From an optimization exercise on the open Yosys and OpenROAD flow, aimed at small area and a short achievable clock period; shortcuts taken in it are not production practice. In this exercise RTL edits were held to simulation tests only and were not proved equivalent to the original. Power and IR drop assume default switching activity.

==> ember: inputs <==
==> flow/design.v (excerpt) <==
module sort2in1
#(parameter W = 12)
(
    input clk,
    input synrst,
    input DataEn,
    input [W-1:0] DataIn,
    output [W-1:0] DataMax,
    output reg [W+4-1:0] DataSumOut
);
==> module s2i_ge, before the edit <==
module s2i_ge #(parameter W = 12) (
    input  [W-1:0] a,
    input  [W-1:0] bn,
    output         ge
);
    wire [11:0] g = a & bn;
    wire [11:0] l = ~a & ~bn;
    wire [5:0] g1, l1;
    wire [2:0] g2, l2;
    genvar k;
    generate
        for (k = 0; k < 6; k = k + 1) begin : g_l1
            assign g1[k] = g[2*k+1] | (~l[2*k+1] & g[2*k]);
            assign l1[k] = l[2*k+1] | (~g[2*k+1] & l[2*k]);
        end
        for (k = 0; k < 3; k = k + 1) begin : g_l2
            assign g2[k] = g1[2*k+1] | (~l1[2*k+1] & g1[2*k]);
            assign l2[k] = l1[2*k+1] | (~g1[2*k+1] & l1[2*k]);
        end
    endgenerate
    assign ge = g2[2] | (~l2[2] & (g2[1] | (~l2[1] & ~l2[0])));
endmodule
==> module s2i_sel, before the edit <==
module s2i_sel #(parameter W = 12) (
    input          s_up,
    input          s_in,
    input          s_hold,
    input  [W-1:0] up,
    input  [W-1:0] din,
    input  [W-1:0] cur,
    output [W-1:0] nxt_n
);
    assign nxt_n = ~(({W{s_up}} & up) | ({W{s_in}} & din) | ({W{s_hold}} & cur));
endmodule
==> module sort2in1, before the edit <==
module sort2in1
#(parameter W = 12)
(
    input clk,
    input synrst,
    input DataEn,
    input [W-1:0] DataIn,
    output [W-1:0] DataMax,
    output reg [W+4-1:0] DataSumOut
);
    reg  [W-1:0] Rn [0:15];
    wire [W-1:0] R  [0:15];
    reg  [W-1:0] Delta;
    wire [16:0] flag;
    assign flag[16] = 1'b0;
    wire go = DataEn & ~synrst;
    genvar i;
    generate
        for (i = 0; i < 16; i = i + 1) begin : g_slot
            wire [W-1:0] nxt_n;
            wire [W-1:0] up = (i == 15) ? {W{1'b0}} : R[(i == 15) ? 15 : i + 1];
            assign R[i] = ~Rn[i];
            s2i_ge #(.W(W)) u_ge (.a(DataIn), .bn(Rn[i]), .ge(flag[i]));
            s2i_sel #(.W(W)) u_sel (
                .s_up(go & flag[i+1]),
                .s_in(go & flag[i] & ~flag[i+1]),
                .s_hold(~synrst & ~(DataEn & flag[i])),
                .up(up), .din(DataIn), .cur(R[i]), .nxt_n(nxt_n));
            always @(posedge clk)
                Rn[i] <= nxt_n;
        end
    endgenerate
    assign DataMax = R[15];
    always @(posedge clk)
        if (synrst || !(DataEn && flag[0]))
            Delta <= {W{1'b0}};
        else
            Delta <= DataIn - R[0];
    always @(posedge clk)
        if (synrst)
            DataSumOut <= {(W+4){1'b0}};
        else
            DataSumOut <= DataSumOut + {4'b0, Delta};
endmodule
==> flow/config.mk <==
export PLATFORM = sky130hd
export DESIGN_NAME = sort2in1
export DESIGN_NICKNAME = sort2in1
export VERILOG_FILES = /design/flow/design.v
export SDC_FILE = /design/flow/constraint.sdc
export NUM_CORES = 4
export LEC_CHECK = 0
export CAP_MARGIN = 20
export CORE_MARGIN = 2
export CORE_UTILIZATION = 40
export SETUP_SLACK_MARGIN = 2.5
export SLEW_MARGIN = 20
export SYNTH_HIERARCHICAL = 1
==> flow/constraint.sdc <==
create_clock -name core_clock -period 6.5 [get_ports {clk}]
set_input_delay 1.3000 -clock core_clock [delete_from_list [all_inputs] [get_ports {clk}]]
set_output_delay 1.3000 -clock core_clock [all_outputs]
set_load 0.01 [all_outputs]
run.sh (not shown) runs the stock make flow with config.mk's settings and CLKGATE_MAP_FILE= SYNTH_SCRIPT=/design/flow/synth_recipe.tcl, a recipe that flattens the netlist after the stock synthesis.
==> juniper: changes against ember <==
==> flow/design.v (replaced) <==
module sort2in1
#(parameter W = 12)
(
    input clk,
    input synrst,
    input DataEn,
    input [W-1:0] DataIn,
    output [W-1:0] DataMax,
    output reg [W+4-1:0] DataSumOut
);
    reg [W-1:0] Rn [0:15];
    wire [W-1:0] R [0:15];
    reg [W-1:0] Delta;
    function automatic ge12(input [11:0] a, input [11:0] b);
        reg [11:0] g, l;
        reg [5:0] g1, l1;
        reg [2:0] g2, l2;
        integer k;
        begin
            g = a & ~b;
            l = ~a & b;
            for (k = 0; k < 6; k = k + 1) begin
                g1[k] = g[2*k+1] | (~l[2*k+1] & g[2*k]);
                l1[k] = l[2*k+1] | (~g[2*k+1] & l[2*k]);
            end
            for (k = 0; k < 3; k = k + 1) begin
                g2[k] = g1[2*k+1] | (~l1[2*k+1] & g1[2*k]);
                l2[k] = l1[2*k+1] | (~g1[2*k+1] & l1[2*k]);
            end
            ge12 = g2[2] | (~l2[2] & (g2[1] | (~l2[1] & ~l2[0])));
        end
    endfunction
    wire [16:0] flag;
    assign flag[16] = 1'b0;
    wire go = DataEn & ~synrst;
    genvar i;
    generate
        for (i = 0; i < 16; i = i + 1) begin : g_slot
            assign flag[i] = ge12(DataIn, R[i]);
            wire [W-1:0] up = (i == 15) ? {W{1'b0}} : R[(i == 15) ? 15 : i + 1];
            wire s_up   = go & flag[i+1];
            wire s_in   = go & flag[i] & ~flag[i+1];
            wire s_hold = ~synrst & ~(DataEn & flag[i]);
            assign R[i] = ~Rn[i];
            always @(posedge clk)
                Rn[i] <= ~(({W{s_up}} & up) | ({W{s_in}} & DataIn) | ({W{s_hold}} & R[i]));
        end
    endgenerate
    assign DataMax = R[15];
    always @(posedge clk)
        if (synrst || !(DataEn && flag[0]))
            Delta <= {W{1'b0}};
        else
            Delta <= DataIn - R[0];
    always @(posedge clk)
        if (synrst)
            DataSumOut <= {(W+4){1'b0}};
        else
            DataSumOut <= DataSumOut + {4'b0, Delta};
endmodule
Settings changed: SETUP_SLACK_MARGIN 2.5 to unset, SYNTH_HIERARCHICAL 1 to unset.
==> comparison table <==
metric	juniper	ember
End-of-flow core utilization	0.4457	0.4550
Data arrival time of the critical path	5.31 ns	4.17 ns
Result of the run	complete, no violations	complete, no violations
Worst IR Drop VDD	0.2029 mV	0.1838 mV
Tightest slew margin relative to the limit	0.2705	0.2887
Post-cts sizing count	0	22
Slack of the critical path	1.555 ns	2.695 ns
Tap cells	448	402
Clock network power	1.55 mW	1.45 mW
Worst setup timing slack at the placement stage	1.175 ns	1.318 ns
Fraction of final layout cells sized beyond drive strength 1	0.1004	0.09049
Post-detailed-route via-to-cell ratio	6.352	6.508
Beginning of the worst register-to-register path	Rn[10][1]	Rn[12][1]
Routability congestion estimate from global placement	0.8767	0.8258
Power share of the clock group	0.464	0.433
Final non-filler cell area	14870 um^2	14320 um^2
Global routing usage on met2	0.4176	0.3624

========
==> inputs of job 2520 <==
sort2in1, a different RTL version from the one above (not shown whole).
==> flow/design.v (excerpt) <==
module sort2in1
#(parameter W = 12)
(
    input clk,
    input synrst,
    input DataEn,
    input [W-1:0] DataIn,
    output [W-1:0] DataMax,
    output reg [W+4-1:0] DataSumOut
);
==> module s2i_ge, before the edit <==
module s2i_ge #(parameter W = 12) (
    input  [W-1:0] a,
    input  [W-1:0] bn,
    output         ge
);
    wire [W:0] c;
    assign c[0] = 1'b1;
    genvar k;
    generate
        for (k = 0; k < W; k = k + 1) begin : g_bit
            assign c[k+1] = (a[k] & bn[k]) | (a[k] & c[k]) | (bn[k] & c[k]);
        end
    endgenerate
    assign ge = c[W];
endmodule
==> module s2i_ctl, before the edit <==
module s2i_ctl (
    input  rst,
    input  vld,
    input  ge_here,
    input  ge_above,
    output s_up,
    output s_in,
    output s_hold
);
    assign s_up   = ~rst & vld & ge_above;
    assign s_in   = ~rst & vld & ge_here & ~ge_above;
    assign s_hold = ~rst & ~(vld & ge_here);
endmodule
==> module sort2in1, before the edit <==
module sort2in1
#(parameter W = 12)
(
    input clk,
    input synrst,
    input DataEn,
    input [W-1:0] DataIn,
    output [W-1:0] DataMax,
    output reg [W+4-1:0] DataSumOut
);
    reg  [W-1:0] Pend;
    reg          PendVld;
    reg  [W-1:0] Max;
    reg  [W-1:0] Rn [0:15];
    wire [W-1:0] R  [0:16];
    assign R[16] = {W{1'b0}};
    always @(posedge clk) begin
        Pend    <= DataIn;
        PendVld <= DataEn & ~synrst;
    end
    wire max_ge;
    s2i_ge #(.W(W)) u_max_ge (.a(DataIn), .bn(~Max), .ge(max_ge));
    always @(posedge clk)
        if (synrst)
            Max <= {W{1'b0}};
        else if (DataEn && max_ge)
            Max <= DataIn;
    assign DataMax = Max;
    wire [16:0] ge;
    assign ge[16] = 1'b0;
    genvar i;
    generate
        for (i = 0; i < 16; i = i + 1) begin : g_slot
            wire [W-1:0] nxt_n;
            assign R[i] = ~Rn[i];
            s2i_ge #(.W(W)) u_ge (.a(Pend), .bn(Rn[i]), .ge(ge[i]));
            wire s_up, s_in, s_hold;
            s2i_ctl u_ctl (
                .rst(synrst), .vld(PendVld), .ge_here(ge[i]), .ge_above(ge[i+1]),
                .s_up(s_up), .s_in(s_in), .s_hold(s_hold));
            s2i_sel #(.W(W)) u_sel (
                .s_up(s_up), .s_in(s_in), .s_hold(s_hold),
                .up(R[i+1]), .din(Pend), .cur(R[i]), .nxt_n(nxt_n));
            always @(posedge clk)
                Rn[i] <= nxt_n;
        end
    endgenerate
    wire [W+3:0] sum_take = DataSumOut + {4'b0, Pend} + {4'hF, Rn[0]} + 16'd1;
    always @(posedge clk)
        if (synrst)
            DataSumOut <= {(W+4){1'b0}};
        else if (PendVld && ge[0])
            DataSumOut <= sum_take;
endmodule
export LEC_CHECK = 0
export CAP_MARGIN = 20
export CORE_MARGIN = 2
export CORE_UTILIZATION = 55
export CTS_BUF_LIST = sky130_fd_sc_hd__clkbuf_8
export CTS_CLUSTER_DIAMETER = 60
export CTS_CLUSTER_SIZE = 12
export SETUP_SLACK_MARGIN = 4.0
export SLEW_MARGIN = 20
export SYNTH_HIERARCHICAL = 1
create_clock -name core_clock -period 6.5 [get_ports {clk}]
standard.sh (not shown) runs the stock make flow with config.mk's settings and CLKGATE_MAP_FILE= SYNTH_SCRIPT=/design/flow/synth_recipe.tcl, a recipe that flattens the netlist after the stock synthesis.
==> flow/flow/run.sh <==
#!/bin/bash
# Standard synthesis and layout; the only change is the cell used for the port
# buffers (a plain buf_2 instead of the delay buffer buffer_ports picks).
set -euo pipefail
bash standard.sh synth > synth.log 2>&1
BUFFER_PORTS_ARGS="-buffer_cell sky130_fd_sc_hd__buf_2" bash standard.sh finish > layout.log 2>&1
==> inputs of job 5119, as changes to job 2520 <==
==> flow/design.v, changed modules only <==
module s2i_ge #(parameter W = 12) (
    input  [W-1:0] a,
    input  [W-1:0] bn,
    output         ge
);
    wire [11:0] g = a & bn;
    wire [11:0] l = ~a & ~bn;
    wire [5:0] g1, l1;
    wire [2:0] g2, l2;
    genvar k;
    generate
        for (k = 0; k < 6; k = k + 1) begin : g_l1
            assign g1[k] = g[2*k+1] | (~l[2*k+1] & g[2*k]);
            assign l1[k] = l[2*k+1] | (~g[2*k+1] & l[2*k]);
        end
        for (k = 0; k < 3; k = k + 1) begin : g_l2
            assign g2[k] = g1[2*k+1] | (~l1[2*k+1] & g1[2*k]);
            assign l2[k] = l1[2*k+1] | (~g1[2*k+1] & l1[2*k]);
        end
    endgenerate
    assign ge = g2[2] | (~l2[2] & (g2[1] | (~l2[1] & ~l2[0])));
endmodule
module sort2in1
#(parameter W = 12)
(
    input clk,
    input synrst,
    input DataEn,
    input [W-1:0] DataIn,
    output [W-1:0] DataMax,
    output reg [W+4-1:0] DataSumOut
);
    reg  [W-1:0] Rn [0:15];
    wire [W-1:0] R  [0:15];
    reg  [W-1:0] Delta;
    wire [16:0] flag;
    assign flag[16] = 1'b0;
    wire go = DataEn & ~synrst;
    genvar i;
    generate
        for (i = 0; i < 16; i = i + 1) begin : g_slot
            wire [W-1:0] nxt_n;
            wire [W-1:0] up = (i == 15) ? {W{1'b0}} : R[(i == 15) ? 15 : i + 1];
            assign R[i] = ~Rn[i];
            s2i_ge #(.W(W)) u_ge (.a(DataIn), .bn(Rn[i]), .ge(flag[i]));
            s2i_sel #(.W(W)) u_sel (
                .s_up(go & flag[i+1]),
                .s_in(go & flag[i] & ~flag[i+1]),
                .s_hold(~synrst & ~(DataEn & flag[i])),
                .up(up), .din(DataIn), .cur(R[i]), .nxt_n(nxt_n));
            always @(posedge clk)
                Rn[i] <= nxt_n;
        end
    endgenerate
    assign DataMax = R[15];
    always @(posedge clk)
        if (synrst || !(DataEn && flag[0]))
            Delta <= {W{1'b0}};
        else
            Delta <= DataIn - R[0];
    always @(posedge clk)
        if (synrst)
            DataSumOut <= {(W+4){1'b0}};
        else
            DataSumOut <= DataSumOut + {4'b0, Delta};
endmodule
// module s2i_ctl removed
==> flow/run.sh (new file) <==
#!/bin/bash
# synth_recipe.tcl (not shown) runs the flow's synth.tcl, then flattens the netlist and writes it again
# the make line also repeats each setting of config.mk as NAME=value (left out here)
make -C /OpenROAD-flow-scripts/flow DESIGN_CONFIG=/design/flow/config.mk WORK_HOME=/design/flow/orfs CLKGATE_MAP_FILE= SYNTH_SCRIPT=/design/flow/synth_recipe.tcl finish
--- a/flow/config.mk
+++ b/flow/config.mk
@@ -9,7 +9,4 @@
 export CORE_MARGIN = 2
-export CORE_UTILIZATION = 55
-export CTS_BUF_LIST = sky130_fd_sc_hd__clkbuf_8
-export CTS_CLUSTER_DIAMETER = 60
-export CTS_CLUSTER_SIZE = 12
-export SETUP_SLACK_MARGIN = 4.0
+export CORE_UTILIZATION = 40
+export SETUP_SLACK_MARGIN = 3.5
 export SLEW_MARGIN = 20
removed: flow/flow/run.sh
removed: flow/standard.sh
==> inputs of job 7675, as changes to job 2520 <==
==> flow/run.sh (new file) <==
#!/bin/bash
# synth_recipe.tcl (not shown) runs the flow's synth.tcl, then flattens the netlist and writes it again
# the make line also repeats each setting of config.mk as NAME=value (left out here)
make -C /OpenROAD-flow-scripts/flow DESIGN_CONFIG=/design/flow/config.mk WORK_HOME=/design/flow/orfs CLKGATE_MAP_FILE= SYNTH_SCRIPT=/design/flow/synth_recipe.tcl finish
--- a/flow/config.mk
+++ b/flow/config.mk
@@ -9,6 +9,4 @@
 export CORE_MARGIN = 2
-export CORE_UTILIZATION = 55
-export CTS_BUF_LIST = sky130_fd_sc_hd__clkbuf_8
-export CTS_CLUSTER_DIAMETER = 60
-export CTS_CLUSTER_SIZE = 12
+export CORE_UTILIZATION = 40
+export CTS_BUF_LIST = sky130_fd_sc_hd__clkbuf_4 sky130_fd_sc_hd__clkbuf_8
 export SETUP_SLACK_MARGIN = 4.0
removed: flow/flow/run.sh
removed: flow/standard.sh
==> impl_metrics.tcl <==
set metrics [dict create \
    status "no timing/DRC/antenna violations" \
    nonClockBufferCount 111 \
    syn_avg_cell_area_um2 9.23 \
    reg_top3 "Rn x192, DataSumOut x16" \
    power_density_mw_per_mm2 245 \
]
-- figures above: job 7675

==> impl_metrics.tcl <==
set metrics [dict create \
    p_clk_mw 0.923 \
    reg_top3 "Rn x192, DataSumOut x16" \
    nonClockBufferCount 97 \
    status "no timing/DRC/antenna violations" \
    dr.pass1.iters 10 \
    syn_avg_cell_area_um2 9.23 \
    power_density_mw_per_mm2 222 \
]
-- figures above: job 2520

==> impl_metrics.tcl <==
set metrics [dict create \
    reg_top3 "Rn x192, DataSumOut x16, Delta x12" \
    status "no timing/DRC/antenna violations" \
    nonClockBufferCount 173 \
    syn_avg_cell_area_um2 8.85 \
]
-- figures above: job 5119

[port drivers added, routing unchanged]
No port has a modelled driver above. Below, the same layouts with a new extraction and two added sets of constraints.
Step 1 (the two cells are an assumption about what drives the block):
set clk [get_ports {clk}]
set_driving_cell -lib_cell sky130_fd_sc_hd__clkbuf_16 $clk
set_driving_cell -lib_cell sky130_fd_sc_hd__buf_2 [delete_from_list [all_inputs] $clk]
Step 2, shift: input delay + t, output delay - t, t = (earliest + latest rising clock arrival at the registers) / 2. This alone moves slack from input paths to output paths.
a / b / c = no drivers / after step 1 / after step 2; a / b = the first two.
| run | t, ns | setup slack, ns | worst data-port slew with drivers (ns) | pins driven straight from the clock port |
|---|---|---|---|---|
| ember | 0.583 | 2.695 / 2.707 / 2.124 | 0.05 | 1 |
| juniper | 0.575 | 1.555 / 1.574 / 1.000 | 0.04 | 1 |
| job 2520 | 0.605 | 3.961 / 3.961 / 3.509 | 0.03 | 1 |
| job 5119 | 0.586 | 3.380 / 3.304 / 2.718 | 0.27 | 1 |
| job 7675 | 0.602 | 3.949 / 3.949 / 3.481 | 0.04 | 1 |
After both steps every run listed still meets setup and hold. For job 5119, which loses most, drivers alone change the setup slack by -0.076 ns; drivers and shift together by -0.662 ns.
